Context: an optimization exercise on an open-source flow, tuned for a short achievable clock period and few clock cycles. The choices shown serve that exercise and are no tape-out recipe. The RTL was checked by simulation tests, not by an equivalence proof against the original design. Power is estimated from default activity; no workload was simulated.

## flow/run.sh

```bash
#!/bin/bash
# synth_recipe.tcl (not shown) runs the flow's synth.tcl, then flattens the netlist and writes it again
# the make line also repeats each setting of config.mk as NAME=value (left out here)
make -C /OpenROAD-flow-scripts/flow DESIGN_CONFIG=/design/flow/config.mk WORK_HOME=/design/flow/orfs CLKGATE_MAP_FILE= SYNTH_SCRIPT=/design/flow/synth_recipe.tcl finish
```

## flow/config.mk

```make
export PLATFORM = sky130hd
export DESIGN_NAME = cpu_sc_part
export DESIGN_NICKNAME = cpu_sc_part
export VERILOG_FILES = /design/flow/design.v
export SDC_FILE = /design/flow/constraint.sdc
export NUM_CORES = 8
export LEC_CHECK = 0
export CAP_MARGIN = 20
export CORE_MARGIN = 2
export CORE_UTILIZATION = 40
export SETUP_SLACK_MARGIN = 0.2
export SLEW_MARGIN = 20
```

## flow/design.v

```verilog
`timescale 1ns/1ps
module reg32 (
    input clk,
    input reset,
    input we,
    input [31:0] d,
    output [31:0] q
);
    reg [31:0] data;
    always @(posedge clk) begin
        if (reset)
            data <= 32'b0;
        else if (we)
            data <= d;
    end
    assign q = data;
endmodule
`timescale 1ns/1ps
module decoder5to32 (
    input [4:0] rd,
    input reg_write_en,
    output [31:0] dec_out
);
    assign dec_out = (reg_write_en) ? (32'b1 << rd) : 32'b0;
endmodule
`timescale 1ns/1ps
module reg_file (
    input clk,
    input reset,
    input reg_write_en,
    input [4:0] rs1,
    input [4:0] rs2,
    input [4:0] rd,
    input [31:0] wd,
    output [31:0] rdata1,
    output [31:0] rdata2
);
    wire [31:0] reg_outputs [0:31];
    wire [31:0] dec_out;
    decoder5to32 decoder_inst (
        .rd(rd),
        .reg_write_en(reg_write_en),
        .dec_out(dec_out)
    );
    genvar i;
    generate
        for (i = 0; i < 32; i = i + 1) begin : reg_gen
            if (i == 0) begin
                assign reg_outputs[0] = 32'b0;
            end else begin
                reg32 reg_inst (
                    .clk(clk),
                    .reset(reset),
                    .we(dec_out[i]),
                    .d(wd),
                    .q(reg_outputs[i])
                );
            end
        end
    endgenerate
    assign rdata1 = reg_outputs[rs1];
    assign rdata2 = reg_outputs[rs2];
endmodule
`timescale 1ns/1ps
module aluaddsub (
  input  signed [31:0] A,
  input  signed [31:0] B,
  input  [0:0]         ctrl,       
  output signed [31:0] Y,
  output               pos_overflow,
  output               neg_overflow
);
  wire signed [31:0] B_inverted;
  wire signed [31:0] adder_input_B;
  wire signed [31:0] result;
  assign B_inverted = ~B;
  assign adder_input_B = ctrl ? B : (B_inverted);
  assign result = A + adder_input_B + (ctrl ? 32'b0 : 32'b1);
  assign Y = result;
  wire pos_ovf_add = ~A[31] & ~B[31] & result[31];
  wire neg_ovf_add = A[31] & B[31] & ~result[31];
  wire pos_ovf_sub = ~A[31] & B[31] & result[31];
  wire neg_ovf_sub = A[31] & ~B[31] & ~result[31];
  assign pos_overflow = ctrl ? pos_ovf_add : pos_ovf_sub;
  assign neg_overflow = ctrl ? neg_ovf_add : neg_ovf_sub;
endmodule
`timescale 1ns/1ps
module alulogic (
  input  [31:0] A,
  input  [31:0] B,
  input  [0:0]  ctrl,  
  output [31:0] Y
);
  assign Y = (ctrl ? (A | B) : (A & B));
endmodule
`timescale 1ns/1ps
module alushift (
  input  [31:0] A,
  input  [31:0] B,
  input  ctrl,  
  output [31:0] Y
);
  wire [4:0] shamt = B[4:0];
  assign Y = ctrl ? ($unsigned(A) >> shamt) : (A << shamt);
endmodule
`timescale 1ns/1ps
module alucomp (
  input  signed [31:0] A,
  input  signed [31:0] B,
  output [31:0] Y
);
  wire signed [31:0] sub;
  wire pos_ovf, neg_ovf;
  aluaddsub u_addsub (
    .A(A),
    .B(B),
    .ctrl(1'b0),
    .Y(sub),
    .pos_overflow(pos_ovf),
    .neg_overflow(neg_ovf)
  );
  wire overflow = pos_ovf | neg_ovf;
  assign Y = (sub[31] ^ overflow) ? 32'b1 : 32'b0;
endmodule
`timescale 1ns/1ps
module rv32ialu (
  input  signed [31:0] A,
  input  signed [31:0] B,
  input  [2:0]         alu_ctrl,
  output signed [31:0] Y,
  output               zero
);
  wire signed [31:0] add_sub_result;
  wire               add_sub_zero;
  wire signed [31:0] logic_result;
  wire signed [31:0] shift_result;
  wire signed [31:0] comp_result;
  aluaddsub adder_inst (
    .A(A),
    .B(B),
    .ctrl(alu_ctrl[0]),   
    .Y(add_sub_result),
    .pos_overflow(),
    .neg_overflow()
  );
  alulogic logic_inst (
    .A(A),
    .B(B),
    .ctrl(alu_ctrl[0]),   
    .Y(logic_result)
  );
  alushift shift_inst (
    .A(A),
    .B(B),
    .ctrl(alu_ctrl[0]),   
    .Y(shift_result)
  );
  alucomp comp_inst (
    .A(A),
    .B(B),
    .Y(comp_result)
  );
  wire signed [31:0] result;
  assign result = (alu_ctrl == 3'b001) ? add_sub_result :   
                  (alu_ctrl == 3'b000) ? add_sub_result :   
                  (alu_ctrl == 3'b010) ? logic_result :     
                  (alu_ctrl == 3'b011) ? logic_result :     
                  (alu_ctrl == 3'b100) ? shift_result :     
                  (alu_ctrl == 3'b101) ? shift_result :     
                  (alu_ctrl == 3'b110) ? comp_result :      
                  32'b0;                                     
  assign Y = result;
  assign zero = (result == 32'b0);
endmodule
`timescale 1ns/1ps
module immGen (
    input  [1:0]  immSel,
    input  [31:0] instruction,
    output [31:0] immOut
);
    wire signed [31:0] imm_I = {{20{instruction[31]}}, instruction[31:20]};
    wire signed [31:0] imm_S = {{20{instruction[31]}}, instruction[31:25], instruction[11:7]};
    wire signed [31:0] imm_B = {{19{instruction[31]}}, instruction[31], instruction[7], instruction[30:25], instruction[11:8], 1'b0};
    assign immOut = (immSel == 2'b00) ? imm_I :
                    (immSel == 2'b01) ? imm_S :
                    (immSel == 2'b10) ? imm_B :
                    32'b0;
endmodule
`timescale 1ns/1ps
module PCInc (
    input  clk,
    input  [31:0] oldPC,
    output [31:0] newPC
);
    aluaddsub adder_inst (
        .A(oldPC),
        .B(32'd4),
        .ctrl(1'b1),               
        .Y(newPC),
        .pos_overflow(),
        .neg_overflow()
    );
endmodule
`timescale 1ns/1ps
module ControlUnit (
    input  [31:0] instruction,
    output        RegWrite,
    output        ALUSrc,
    output        MemWrite,
    output        MemRead,
    output [2:0]  ALUOp,
    output [1:0]  ImmSel
);
    wire [6:0] opcode = instruction[6:0];
    wire [2:0] funct3 = instruction[14:12];
    wire [6:0] funct7 = instruction[31:25];
    localparam OP_R_TYPE    = 7'b0110011;   
    localparam OP_I_TYPE    = 7'b0010011;   
    localparam OP_LW        = 7'b0000011;   
    localparam OP_SW        = 7'b0100011;   
    assign RegWrite = (opcode == OP_R_TYPE) ? 1'b1 :
                      (opcode == OP_I_TYPE) ? 1'b1 :
                      (opcode == OP_LW)    ? 1'b1 :
                      1'b0;
    assign ALUSrc = (opcode == OP_I_TYPE) ? 1'b1 :
                    (opcode == OP_LW)    ? 1'b1 :
                    (opcode == OP_SW)    ? 1'b1 :
                    1'b0;
    assign MemWrite = (opcode == OP_SW) ? 1'b1 : 1'b0;
    assign MemRead = (opcode == OP_LW) ? 1'b1 : 1'b0;
    assign ALUOp = (opcode == OP_R_TYPE) ?
                   (funct7[5] == 1'b0 ?
                       (funct3 == 3'b000 ? 3'b001 :   
                        funct3 == 3'b111 ? 3'b010 :   
                        funct3 == 3'b110 ? 3'b011 :   
                        3'b001) :                      
                       (funct3 == 3'b000 ? 3'b000 :   
                        3'b001)) :                     
                   (opcode == OP_I_TYPE) ?
                       (funct3 == 3'b000 ? 3'b001 :   
                        funct3 == 3'b111 ? 3'b010 :   
                        3'b001) :                      
                   3'b001;                            
    assign ImmSel = (opcode == OP_SW)  ? 2'b01 :   
                    (opcode == OP_LW)  ? 2'b00 :   
                    (opcode == OP_I_TYPE) ? 2'b00 :   
                    2'b00;   
endmodule
`timescale 1ns/1ps
module cpu_sc_part (
    input         clk,
    input         reset,
    output [9:0]  imem_addr,
    input  [31:0] imem_rdata,
    output [9:0]  dmem_addr,
    output [31:0] dmem_wdata,
    output        dmem_we,
    input  [31:0] dmem_rdata
);
    wire [31:0] pc;
    wire [31:0] pc_plus4;
    wire [31:0] instruction;
    wire RegWrite;
    wire ALUSrc;
    wire MemWrite;
    wire MemRead;
    wire [2:0] ALUOp;
    wire [1:0] ImmSel;
    wire [31:0] rdata1;
    wire [31:0] rdata2;
    wire [31:0] immOut;
    wire [31:0] alu_b;
    wire [31:0] alu_result;
    wire alu_zero;
    wire [31:0] mem_read_data;
    wire [31:0] wb_data;
    reg32 PC_reg (
        .clk(clk),
        .reset(reset),
        .we(1'b1),
        .d(pc_plus4),
        .q(pc)
    );
    PCInc pcinc_inst (
        .clk(clk),
        .oldPC(pc),
        .newPC(pc_plus4)
    );
    assign imem_addr   = pc[11:2];
    assign instruction = imem_rdata;
    ControlUnit CU (
        .instruction(instruction),
        .RegWrite(RegWrite),
        .ALUSrc(ALUSrc),
        .MemWrite(MemWrite),
        .MemRead(MemRead),
        .ALUOp(ALUOp),
        .ImmSel(ImmSel)
    );
    immGen IMM (
        .immSel(ImmSel),
        .instruction(instruction),
        .immOut(immOut)
    );
    reg_file RF (
        .clk(clk),
        .reset(reset),
        .reg_write_en(RegWrite),
        .rs1(instruction[19:15]),
        .rs2(instruction[24:20]),
        .rd(instruction[11:7]),
        .wd(wb_data),
        .rdata1(rdata1),
        .rdata2(rdata2)
    );
    assign alu_b = ALUSrc ? immOut : rdata2;
    rv32ialu ALU (
        .A(rdata1),
        .B(alu_b),
        .alu_ctrl(ALUOp),
        .Y(alu_result),
        .zero(alu_zero)
    );
    assign dmem_addr     = alu_result[11:2];
    assign dmem_wdata    = rdata2;
    assign dmem_we       = MemWrite;
    assign mem_read_data = dmem_rdata;
    assign wb_data = MemRead ? mem_read_data : alu_result;
endmodule
```

## flow/constraint.sdc

```tcl
create_clock -name core_clock -period 9.0 [get_ports {clk}]
set_input_delay 1.8000 -clock core_clock [delete_from_list [all_inputs] [get_ports {clk}]]
set_output_delay 1.8000 -clock core_clock [all_outputs]
set_load 0.01 [all_outputs]
```

==> results.sh, run 1 <==
export IMPL_start_kind="input pin"
export IMPL_clockRootBuffer="clkbuf_16"
export IMPL_critPathMaxFanout=12
export IMPL_place_hpwl_microns=229300
export IMPL_first_pass_iters=8
export IMPL_fin_crit_ps=8774
export IMPL_start_util=0.4018
export IMPL_swShare=0.2558
export IMPL_critPathRequiredTime_ps=7200
export IMPL_fp_dieW_microns=361.2
export IMPL_fill_cells=12312
export IMPL_synth_nets=6467
export IMPL_total_power_uw=9997
export IMPL_final_hold_violation_count=0
export IMPL_max_slew_margin=0.1770
export IMPL_p_leak_uw=0.02173
export IMPL_ys_warn_count=2
export IMPL_rows=131
export IMPL_worst_setup_path_type="input pin to primary output"
export IMPL_rsz0062_at_grt="false"
export IMPL_syn_avg_cell_area_sq_um=8.014
export IMPL_h_tree_depth=3
export IMPL_cts_tree="built"
export IMPL_clk_pin_slew_ps=60
export IMPL_p_int_uw=7440
export IMPL_synth_seq_cells=1002
export IMPL_fin_crit_sh=0.9749
export IMPL_drive_gt1_frac=0.1517
export IMPL_ys_seq_area_frac=0.3930
export IMPL_max_freq_ghz=0.1140
export IMPL_final_max_slew_violation_count=0
export IMPL_place_congestion=1.080
export IMPL_status="finished clean"
export IMPL_core_area_sq_um=127000
export IMPL_pwr_density_cell_nw_per_um2=165.6
export IMPL_antenna_found_initial=34
export IMPL_syn_inst=6369
export IMPL_ant_nets=0
export IMPL_holdBufCountCts=0
export IMPL_clkPwrFrac=0.499
export IMPL_syn_to_final_growth_pct=18.27
export IMPL_grt_pass1_wl_microns=466400
export IMPL_synth_edf_count=0
export IMPL_die_area_sq_um=130500
export IMPL_seqPwrFrac=0.444
export IMPL_critPathCaptureType="primary output"
export IMPL_vias=59755
export IMPL_clockBufferDepth=3
export IMPL_ir_drop_v=0.0001588
export IMPL_min_path_type="flip-flop to flip-flop"
export IMPL_wl_per_cell_microns=42.46
export IMPL_skew_ps=76.33
export IMPL_die_h_microns=361.2
export IMPL_wirelength_microns=347800
export IMPL_drc=0
export IMPL_synth_async_reset_ratio=0
export IMPL_grt_overflow=0
export IMPL_grt_max_degree=189
export IMPL_ios=119
export IMPL_combPwrFrac=0.057
export IMPL_drtIter0Drc=12082
export IMPL_nets=6514
export IMPL_clkSinkCount=1002
export IMPL_drv_cap=0
export IMPL_worst_pin_slew_ps=1234
export IMPL_hold_slack_ps=471.0
export IMPL_setup_violations=0
export IMPL_ys_dominant_reg_cell="dfxtp_1"
export IMPL_power_switching_uw=2557
export IMPL_cts_buffers_inserted=109
export IMPL_grt_pass1_vias=54341
export IMPL_synthesis_area_sq_um=51040
export IMPL_insertion_delay_ps=840
export IMPL_grt_use_total=0.5151
export IMPL_via_per_inst=7.295
export IMPL_synth_distinct_cells=112
export IMPL_cp_arrival_ps=6970
export IMPL_io_buffers=118
flip-flops by register name, indices dropped and copies added, names as in the netlist:
signal                            flops
RF.reg_gen.genblk1.reg_inst.data    992
PC_reg.data                          10
power by group through the flow:
| stage | clock [uW] | sequential [uW] | combinational, uW |
|---|---|---|---|
| after global placement | 0 | 4540 | 529 |
| after floorplan | 0 | 4540 | 230 |
| after detailed placement | 0 | 4540 | 528 |
| after global routing | 5120 | 4440 | 558 |
| after CTS | 4950 | 4440 | 530 |
| final | 4990 | 4440 | 571 |
logic make-up after synthesis:
group | Yosys count | synth area share
and+or+nand+nor | 2315 | 0.2138
DFF | 1002 | 0.3930
AOI/OAI and AO/OA | 2227 | 0.3020
buffers and inverters | 692 | 0.06366
xor gates and xnor gates | 53 | 0.009094
muxes | 29 | 0.006716
adders and majority gates | 51 | 0.01182
cell usage after synthesis, types with 48 or more instances:
library cell | number | share of area
o21a_1 | 48 | 0.0071
nand3_1 | 450 | 0.044
a22oi_1 | 707 | 0.10
nor2_1 | 435 | 0.032
buf_2 | 194 | 0.019
o41ai_1 | 69 | 0.012
o21ai_0 | 212 | 0.021
o21ai_1 | 92 | 0.0090
a211oi_1 | 195 | 0.029
clkbuf_1 | 381 | 0.028
nand2_1 | 873 | 0.064
and3_1 | 114 | 0.014
a21oi_1 | 495 | 0.049
nand4_1 | 108 | 0.013
a22o_1 | 53 | 0.0091
dfxtp_1 | 1002 | 0.39
nor3_1 | 82 | 0.0080
a31oi_1 | 49 | 0.0060
layout make-up:
type	count	area, sq um	area share
Multi-Input combinational cell	4675	28850	0.4779
Sequential cell	1002	20060	0.3323
Timing Repair Buffer	612	5346	0.08857
Clock buffer	147	3120	0.05169
Tap cell	1662	2079	0.03445
Clock inverter	48	772.0	0.01279
Antenna cell	29	72.57	0.001202
Inverter	16	67.56	0.001119
cell usage in the layout, fill, tap and decap left out, types with 40 or more instances in the layout:
cell type,netlist,layout
nor2_1,435,358
a22oi_1,707,706
dfxtp_1,1002,1002
nand4_1,108,108
a211oi_1,195,194
a22o_1,53,53
nor3_1,82,76
o21ai_1,92,90
nand2_1,873,845
xnor2_1,41,41
a31oi_1,49,45
nor2_4,0,88
a21oi_1,495,490
and3_1,114,113
o21a_1,48,45
nand3_1,450,448
o41ai_1,69,68
buf_4,30,455
and2_1,43,40
clkbuf_16,0,109
o21ai_0,212,209
clkdlybuf4s50_1,0,111
path summary, 6_finish.rpt:
path                                                           endpoint  slack (ps)                                                  start  cells after the start
setup / recovery                                           dmem_addr[7]         230                                         imem_rdata[19]                     19
hold / removal      RF.reg_gen[7].genblk1.reg_inst.data[1]$_SDFFE_PP0P_         470    RF.reg_gen[7].genblk1.reg_inst.data[1]$_SDFFE_PP0P_                      2
setup reg to reg  RF.reg_gen[24].genblk1.reg_inst.data[24]$_SDFFE_PP0P_        3060  RF.reg_gen[25].genblk1.reg_inst.data[13]$_SDFFE_PP0P_                     20
hold reg to reg     RF.reg_gen[7].genblk1.reg_inst.data[1]$_SDFFE_PP0P_         470    RF.reg_gen[7].genblk1.reg_inst.data[1]$_SDFFE_PP0P_                      2
worst max-delay path, stage by stage:
cell and delay (ps):
clkdlybuf4s50_1 630, buf_4 190, nand2_1 100, buf_12 180, nor2_4 900, buf_4 570, a22oi_1 170, nand2_1 100
nor4_1 50, and2_1 320, inv_1 120, ha_1 280, and2_1 190, a221o_1 360, buf_4 150, nor2b_1 170
xnor2_1 90, mux2i_1 240, dlygate4sd2_1 300
metal layers:
metal  track usage  share of wire  vias up
met5       0.01739         0.0012        -
met4        0.4414           0.11       24
met3        0.2154           0.15     2032
met2        0.7119           0.39     5687
met1        0.6105           0.35    28142
li1              -              -    23870
timing repair:
action | 4_1_cts | 5_1_grt
endpoints found under the setup margin | 5 | 5
endpoints found under the hold margin | 0 | 0
buffers inserted | 0 | 0
pin swaps | 1 | 3
cloned | 0 | 0
resized for setup | 21 | 29
per-stage QoR:
| stage | setup TNS, ps | setup WS [ps] | area (sq um) | cells | util |
|---|---|---|---|---|---|
| 3_3_place_gp | -410.8 | -135.6 | 56140 | 7963 | 0.4420 |
| 2_1_floorplan | 0 | 1338 | 51040 | 6369 | - |
| 5_1_grt | 0 | 282.7 | 60300 | 8164 | 0.4747 |
| 4_1_cts | 0 | 207.2 | 60150 | 8160 | 0.4735 |
| 6_report | 0 | 226.2 | 60370 | 8191 | 0.4752 |
| 3_5_place_dp | -598.6 | -206.6 | 56200 | 7965 | 0.4424 |
Testbench counts, summed over its fixed seeds: cycles 30,849.
==> run 2, diff against run 1 <==
--- a/flow/design.v
+++ b/flow/design.v
@@ -258,72 +258,124 @@
     input  [31:0] dmem_rdata
 );
-    wire [31:0] pc;
-    wire [31:0] pc_plus4;
-    wire [31:0] instruction;
-    wire RegWrite;
-    wire ALUSrc;
-    wire MemWrite;
-    wire MemRead;
-    wire [2:0] ALUOp;
-    wire [1:0] ImmSel;
-    wire [31:0] rdata1;
-    wire [31:0] rdata2;
-    wire [31:0] immOut;
-    wire [31:0] alu_b;
-    wire [31:0] alu_result;
-    wire alu_zero;
-    wire [31:0] mem_read_data;
-    wire [31:0] wb_data;
-    reg32 PC_reg (
-        .clk(clk),
-        .reset(reset),
-        .we(1'b1),
-        .d(pc_plus4),
-        .q(pc)
-    );
-    PCInc pcinc_inst (
-        .clk(clk),
-        .oldPC(pc),
-        .newPC(pc_plus4)
-    );
-    assign imem_addr   = pc[11:2];
-    assign instruction = imem_rdata;
-    ControlUnit CU (
-        .instruction(instruction),
-        .RegWrite(RegWrite),
-        .ALUSrc(ALUSrc),
-        .MemWrite(MemWrite),
-        .MemRead(MemRead),
-        .ALUOp(ALUOp),
-        .ImmSel(ImmSel)
-    );
-    immGen IMM (
-        .immSel(ImmSel),
-        .instruction(instruction),
-        .immOut(immOut)
-    );
-    reg_file RF (
-        .clk(clk),
-        .reset(reset),
-        .reg_write_en(RegWrite),
-        .rs1(instruction[19:15]),
-        .rs2(instruction[24:20]),
-        .rd(instruction[11:7]),
-        .wd(wb_data),
-        .rdata1(rdata1),
-        .rdata2(rdata2)
-    );
-    assign alu_b = ALUSrc ? immOut : rdata2;
-    rv32ialu ALU (
-        .A(rdata1),
-        .B(alu_b),
-        .alu_ctrl(ALUOp),
-        .Y(alu_result),
-        .zero(alu_zero)
-    );
-    assign dmem_addr     = alu_result[11:2];
-    assign dmem_wdata    = rdata2;
-    assign dmem_we       = MemWrite;
-    assign mem_read_data = dmem_rdata;
-    assign wb_data = MemRead ? mem_read_data : alu_result;
+    reg  [9:0]  pc;
+    reg  [31:0] ir;
+    reg         e_wr;        
+    reg  [4:0]  e_rd;
+    reg         e_ld;
+    reg         e_st;
+    reg         e_and;
+    reg         e_or;
+    reg         e_sub;
+    reg         e_fa;        
+    reg         e_fb;        
+    reg  [31:0] e_a;
+    reg  [31:0] e_b;
+    reg  [9:0]  e_addr;
+    reg         w_wr;
+    reg  [4:0]  w_rd;
+    reg  [31:0] w_res;
+    reg  [9:0]  p_addr;
+    reg         p_we;
+    reg  [31:0] p_wdata;
+    reg         b_v;
+    reg  [9:0]  b_addr;
+    reg  [31:0] b_data;
+    reg  [31:0] rf [1:31];
+    wire [6:0] d_op  = ir[6:0];
+    wire [4:0] d_rd  = ir[11:7];
+    wire [2:0] d_f3  = ir[14:12];
+    wire [4:0] d_rs1 = ir[19:15];
+    wire [4:0] d_rs2 = ir[24:20];
+    wire d_isr = (d_op == 7'b0110011);
+    wire d_isi = (d_op == 7'b0010011);
+    wire d_isl = (d_op == 7'b0000011);
+    wire d_iss = (d_op == 7'b0100011);
+    wire d_wr  = (d_isr | d_isi | d_isl) & (d_rd != 5'd0);
+    wire d_and = (d_isr & ~ir[30] & (d_f3 == 3'b111)) | (d_isi & (d_f3 == 3'b111));
+    wire d_or  =  d_isr & ~ir[30] & (d_f3 == 3'b110);
+    wire d_sub =  d_isr &  ir[30] & (d_f3 == 3'b000);
+    wire [31:0] d_immi = {{20{ir[31]}}, ir[31:20]};
+    wire [11:0] d_imma = d_iss ? {ir[31:25], ir[11:7]} : ir[31:20];
+    wire [31:0] rf1 = (d_rs1 == 5'd0) ? 32'd0 : rf[d_rs1];
+    wire [31:0] rf2 = (d_rs2 == 5'd0) ? 32'd0 : rf[d_rs2];
+    wire [31:0] d_v1 = (w_wr && w_rd == d_rs1) ? w_res : rf1;
+    wire [31:0] d_v2 = (w_wr && w_rd == d_rs2) ? w_res : rf2;
+    wire [11:0] d_asum = d_v1[11:0] + d_imma;
+    wire stall = (d_isl | d_iss) & e_wr & (e_rd == d_rs1);
+    wire d_go  = ~stall;    
+    wire [31:0] x_a = e_fa ? w_res : e_a;
+    wire [31:0] x_b = e_fb ? w_res : e_b;
+    wire [31:0] x_alu = e_and ? (x_a & x_b) :
+                        e_or  ? (x_a | x_b) :
+                        e_sub ? (x_a - x_b) :
+                                (x_a + x_b);
+    wire        x_hit = b_v & (b_addr == p_addr);
+    wire [31:0] x_ld  = x_hit ? b_data : dmem_rdata;
+    wire [31:0] x_res = e_ld ? x_ld : x_alu;
+    wire        pend_v    = b_v | e_st;
+    wire [9:0]  pend_addr = b_v ? b_addr : e_addr;
+    wire [31:0] pend_data = b_v ? b_data : x_b;
+    wire        next_ld   = d_isl & d_go;
+    always @(posedge clk) begin
+        if (reset) begin
+            pc    <= 10'd0;
+            ir    <= 32'd0;
+            e_wr  <= 1'b0;
+            e_ld  <= 1'b0;
+            e_st  <= 1'b0;
+            w_wr  <= 1'b0;
+            p_we  <= 1'b0;
+            b_v   <= 1'b0;
+        end else begin
+            if (d_go) begin
+                pc <= pc + 10'd1;
+                ir <= imem_rdata;
+            end
+            e_wr <= d_go & d_wr;
+            e_ld <= d_go & d_isl;
+            e_st <= d_go & d_iss;
+            w_wr <= e_wr;
+            if (next_ld) begin
+                p_we <= 1'b0;
+                b_v  <= pend_v;
+            end else begin
+                p_we <= pend_v;
+                b_v  <= 1'b0;
+            end
+        end
+    end
+    always @(posedge clk) begin
+        e_rd   <= d_rd;
+        e_and  <= d_and;
+        e_or   <= d_or;
+        e_sub  <= d_sub;
+        e_fa   <= e_wr & (e_rd == d_rs1);
+        e_fb   <= ~d_isi & e_wr & (e_rd == d_rs2);
+        e_a    <= d_v1;
+        e_b    <= d_isi ? d_immi : d_v2;
+        e_addr <= d_asum[11:2];
+        w_rd   <= e_rd;
+        w_res  <= x_res;
+        if (next_ld) begin
+            p_addr <= d_asum[11:2];
+            b_addr <= pend_addr;
+            b_data <= pend_data;
+        end else begin
+            p_addr  <= pend_addr;
+            p_wdata <= pend_data;
+        end
+    end
+    integer i;
+    always @(posedge clk) begin
+        for (i = 1; i < 32; i = i + 1) begin
+            if (reset)
+                rf[i] <= 32'd0;
+            else if (w_wr && w_rd == i)
+                rf[i] <= w_res;
+        end
+    end
+    assign imem_addr  = pc;
+    assign dmem_addr  = p_addr;
+    assign dmem_wdata = p_wdata;
+    assign dmem_we    = p_we;
 endmodule
==> results.sh, run 2 <==
export IMPL_status="finished clean"
export IMPL_swShare=0.2982
export IMPL_start_kind="flip-flop"
export IMPL_vias=66328
export IMPL_fp_dieW_microns=387.7
export IMPL_grt_pass1_wl_microns=470400
export IMPL_setup_violations=0
export IMPL_synth_common_cells="nand2_1 (2320), dfxtp_1 (1171), a21oi_1 (1150)"
export IMPL_insertion_delay_ps=820
export IMPL_regMostFlops="rf"
export IMPL_seqPwrFrac=0.437
export IMPL_via_per_inst=7.110
export IMPL_cts_buffers_inserted=139
export IMPL_final_max_slew_violation_count=0
export IMPL_h_tree_depth=4
export IMPL_synth_area_leaders="dfxtp_1 (40%), nand2_1 (15%), a21oi_1 (9.8%)"
export IMPL_ys_seq_area_frac=0.4357
export IMPL_grt_busiest_layer="met2"
export IMPL_ant_nets=0
export IMPL_preCtsSetupSlack_ps=3511
export IMPL_place_hpwl_microns=187900
export IMPL_instances_no_fill=9329
export IMPL_synth_nets=7689
export IMPL_synth_area_mux_share=0.02878
export IMPL_drtIter0Drc=16375
export IMPL_worst_slack_ps=3181
export IMPL_clockBufferDepth=3
export IMPL_largest_register_ffs=992
export IMPL_layout_commonest_cell="nand2_1"
export IMPL_tns_ps=0
export IMPL_power_switching_uw=4102
export IMPL_max_freq_ghz=0.1719
export IMPL_cts_tree="built"
export IMPL_synth_edf_count=74
export IMPL_die_area_sq_um=150300
export IMPL_p_int_uw=9652
export IMPL_io_buffers=118
export IMPL_reg2reg_slack_ps=3180
export IMPL_r2r_start="ir[15]$_SDFFE_PP0N_"
export IMPL_syn_avg_cell_area_sq_um=7.774
export IMPL_synth_async_reset_ratio=0
export IMPL_final_cell_mix="nand2_1 (2287), dfxtp_1 (1155), a21oi_1 (1150)"
export IMPL_use_met2=0.5963
export IMPL_rows=140
export IMPL_skew_ps=41.11
export IMPL_hold_start="ir[10]$_SDFFE_PP0N_"
export IMPL_combPwrFrac=0.128
export IMPL_antenna_found_initial=26
export IMPL_p_leak_uw=0.02210
export IMPL_clkPwrFrac=0.435
export IMPL_cts_resized=0
export IMPL_synthAdderAreaFrac=0.009898
export IMPL_synth_top_family_by_area="compound AO/OA/AOI/OAI gates"
export IMPL_post_cts_buffers=0
export IMPL_place_area_sq_um=61900
export IMPL_synth_distinct_cells=80
export IMPL_pwr_density_cell_nw_per_um2=206.1
export IMPL_synth_simple_area_share=0.1996
export IMPL_ys_dominant_reg_cell="dfxtp_1"
export IMPL_critPathMaxFanout=21
export IMPL_cp_arrival_ps=6490
export IMPL_met3_usage=0.2136
export IMPL_clk_pin_slew_ps=60
export IMPL_max_slew_margin=0.1163
export IMPL_critPathCaptureType="flip-flop"
export IMPL_synthesis_area_sq_um=58900
export IMPL_wirelength_microns=346700
export IMPL_place_congestion=1.013
export IMPL_ios=119
export IMPL_synth_top_cell_area_share=0.3980
export IMPL_fin_crit_ps=5819
export IMPL_drc=0
export IMPL_min_path_type="flip-flop to flip-flop"
export IMPL_clockRootBuffer="clkbuf_16"
export IMPL_clkSinkCount=1245
export IMPL_worst_pin_slew_ps=1326
export IMPL_synth_seq_cells=1245
export IMPL_finalInstanceArea_sq_um=66730
export IMPL_yosysMostFrequentCell="nand2_1"
export IMPL_ys_warn_count=34
export IMPL_grt_use_total=0.4403
export IMPL_syn_to_final_growth_pct=13.28
export IMPL_core_area_sq_um=145900
export IMPL_start_util=0.4037
export IMPL_first_pass_iters=12
export IMPL_synth_compound_area_frac=0.2574
export IMPL_final_hold_violation_count=0
export IMPL_holdBufCountCts=0
export IMPL_syn_inst=7577
export IMPL_total_power_uw=13750
export IMPL_wl_per_cell_microns=37.16
export IMPL_rsz0062_at_grt="false"
export IMPL_die_h_microns=387.7
export IMPL_synthXorXnorAreaFrac=0.01532
export IMPL_fin_crit_sh=0.6466
export IMPL_worst_setup_path_type="flip-flop to flip-flop"
export IMPL_grt_max_degree=217
export IMPL_grt_pass1_vias=59210
export IMPL_drive_gt1_frac=0.08220
export IMPL_nets=7385
export IMPL_use_met1=0.5334
export IMPL_crit_path_start="ir[15]$_SDFFE_PP0N_"
export IMPL_critPathRequiredTime_ps=9670
export IMPL_drv_cap=0
export IMPL_ir_drop_v=0.0002279
export IMPL_grt_overflow=0
export IMPL_dp_cells=9047
export IMPL_synth_top_area_cell="dfxtp_1"
-- run 2: area by class of cell --
class | count | area, sq um
clock buffer | 207 | 4123
antenna | 28 | 70.07
clock inverter | 45 | 543.0
tap | 1917 | 2399
inverter | 80 | 300.3
multi-input combinational | 5520 | 31050
fill | 14152 | 79190
sequential | 1245 | 25680
timing repair buffer | 287 | 2557
-- run 2: final timing paths --
check | end | depth (start not counted)
worst max-delay path | p_addr[9]$_DFF_P_ | 15
worst min-delay path | e_rd[3]$_DFF_P_ | 0
worst min register to register | e_rd[3]$_DFF_P_ | 0
worst max register to register | p_addr[9]$_DFF_P_ | 15
-- run 2: worst max-delay path, stage by stage, from the launching register on --
cell,delay [ps]
dfxtp_2,310
buf_4,220
nand2b_1,620
nor2_4,930
buf_4,620
a22oi_1,140
nand2_1,110
nor3_1,50
a211oi_1,870
a21o_1,210
ha_1,290
and3_1,190
a211o_1,360
o31a_1,270
xor2_1,170
mux2_2,270
-- run 2: power by group through the flow --
stage	Combinational, uW	Clock (uW)	Sequential (uW)
final	1760	5980	6010
after global routing	1790	6180	6020
after CTS	1650	5950	5990
after detailed placement	1650	0	6110
after global placement	1640	0	6110
after floorplan	1170	0	5870
-- run 2: kinds of logic (layout without fill, tap and decap cells) --
kind of cell / after synthesis / count (layout)
compound gates: 2324 / 2324
xor+xnor: 103 / 103
fa+ha+maj: 46 / 46
buf+inv: 812 / 619
flops: 1245 / 1245
mux: 164 / 164
other cells: 0 / 28
simple gates: 2883 / 2883
-- run 2: routing by layer --
metal / wire [microns] / up-vias
met2: 133100 / 6767
li1: - / 26241
met4: 33220 / 32
met1: 120100 / 30937
met3: 59810 / 2351
met5: 438 / -
-- run 2: metrics by stage --
stage	utilization	hold slack, ps
floorplan	-	356.1
global route	0.4569	395.9
CTS	0.4562	390.5
global placement	0.4242	378.2
detailed placement	0.4242	383.4
finish	0.4573	385.3
Testbench counts of run 2, summed over its fixed seeds: cycles 31,934.

==> port drivers added, routing unchanged <==
How much do the figures lean on ideal ports? The routed layouts below were timed once more, with nothing changed but the port constraints.
Step 1, drivers: a clkbuf_16 drives clk and a buf_2 each remaining input, both assumed.
Step 2 times the ports against the registers' clock, not the clock port: input delays grow and output delays shrink by t, the midpoint of the rising clock arrivals with the driver on.
a / b / c = ideal ports / drivers / drivers and shift; a / b = the first two.
| run | t, ns | slack for setup (ns) | clock arrival spread, ns |
|---|---|---|---|
| run 1 | 0.885 | 0.226 / 0.201 / -0.001 | 0.076 / 0.076 |
| run 2 | 0.891 | 3.181 / 3.181 / 3.181 | 0.043 / 0.043 |
Met with ideal ports but missed after step 2: setup timing in run 1. The setup slack of run 1, which loses most, moves by -0.025 ns with the drivers and by -0.227 ns with both steps.
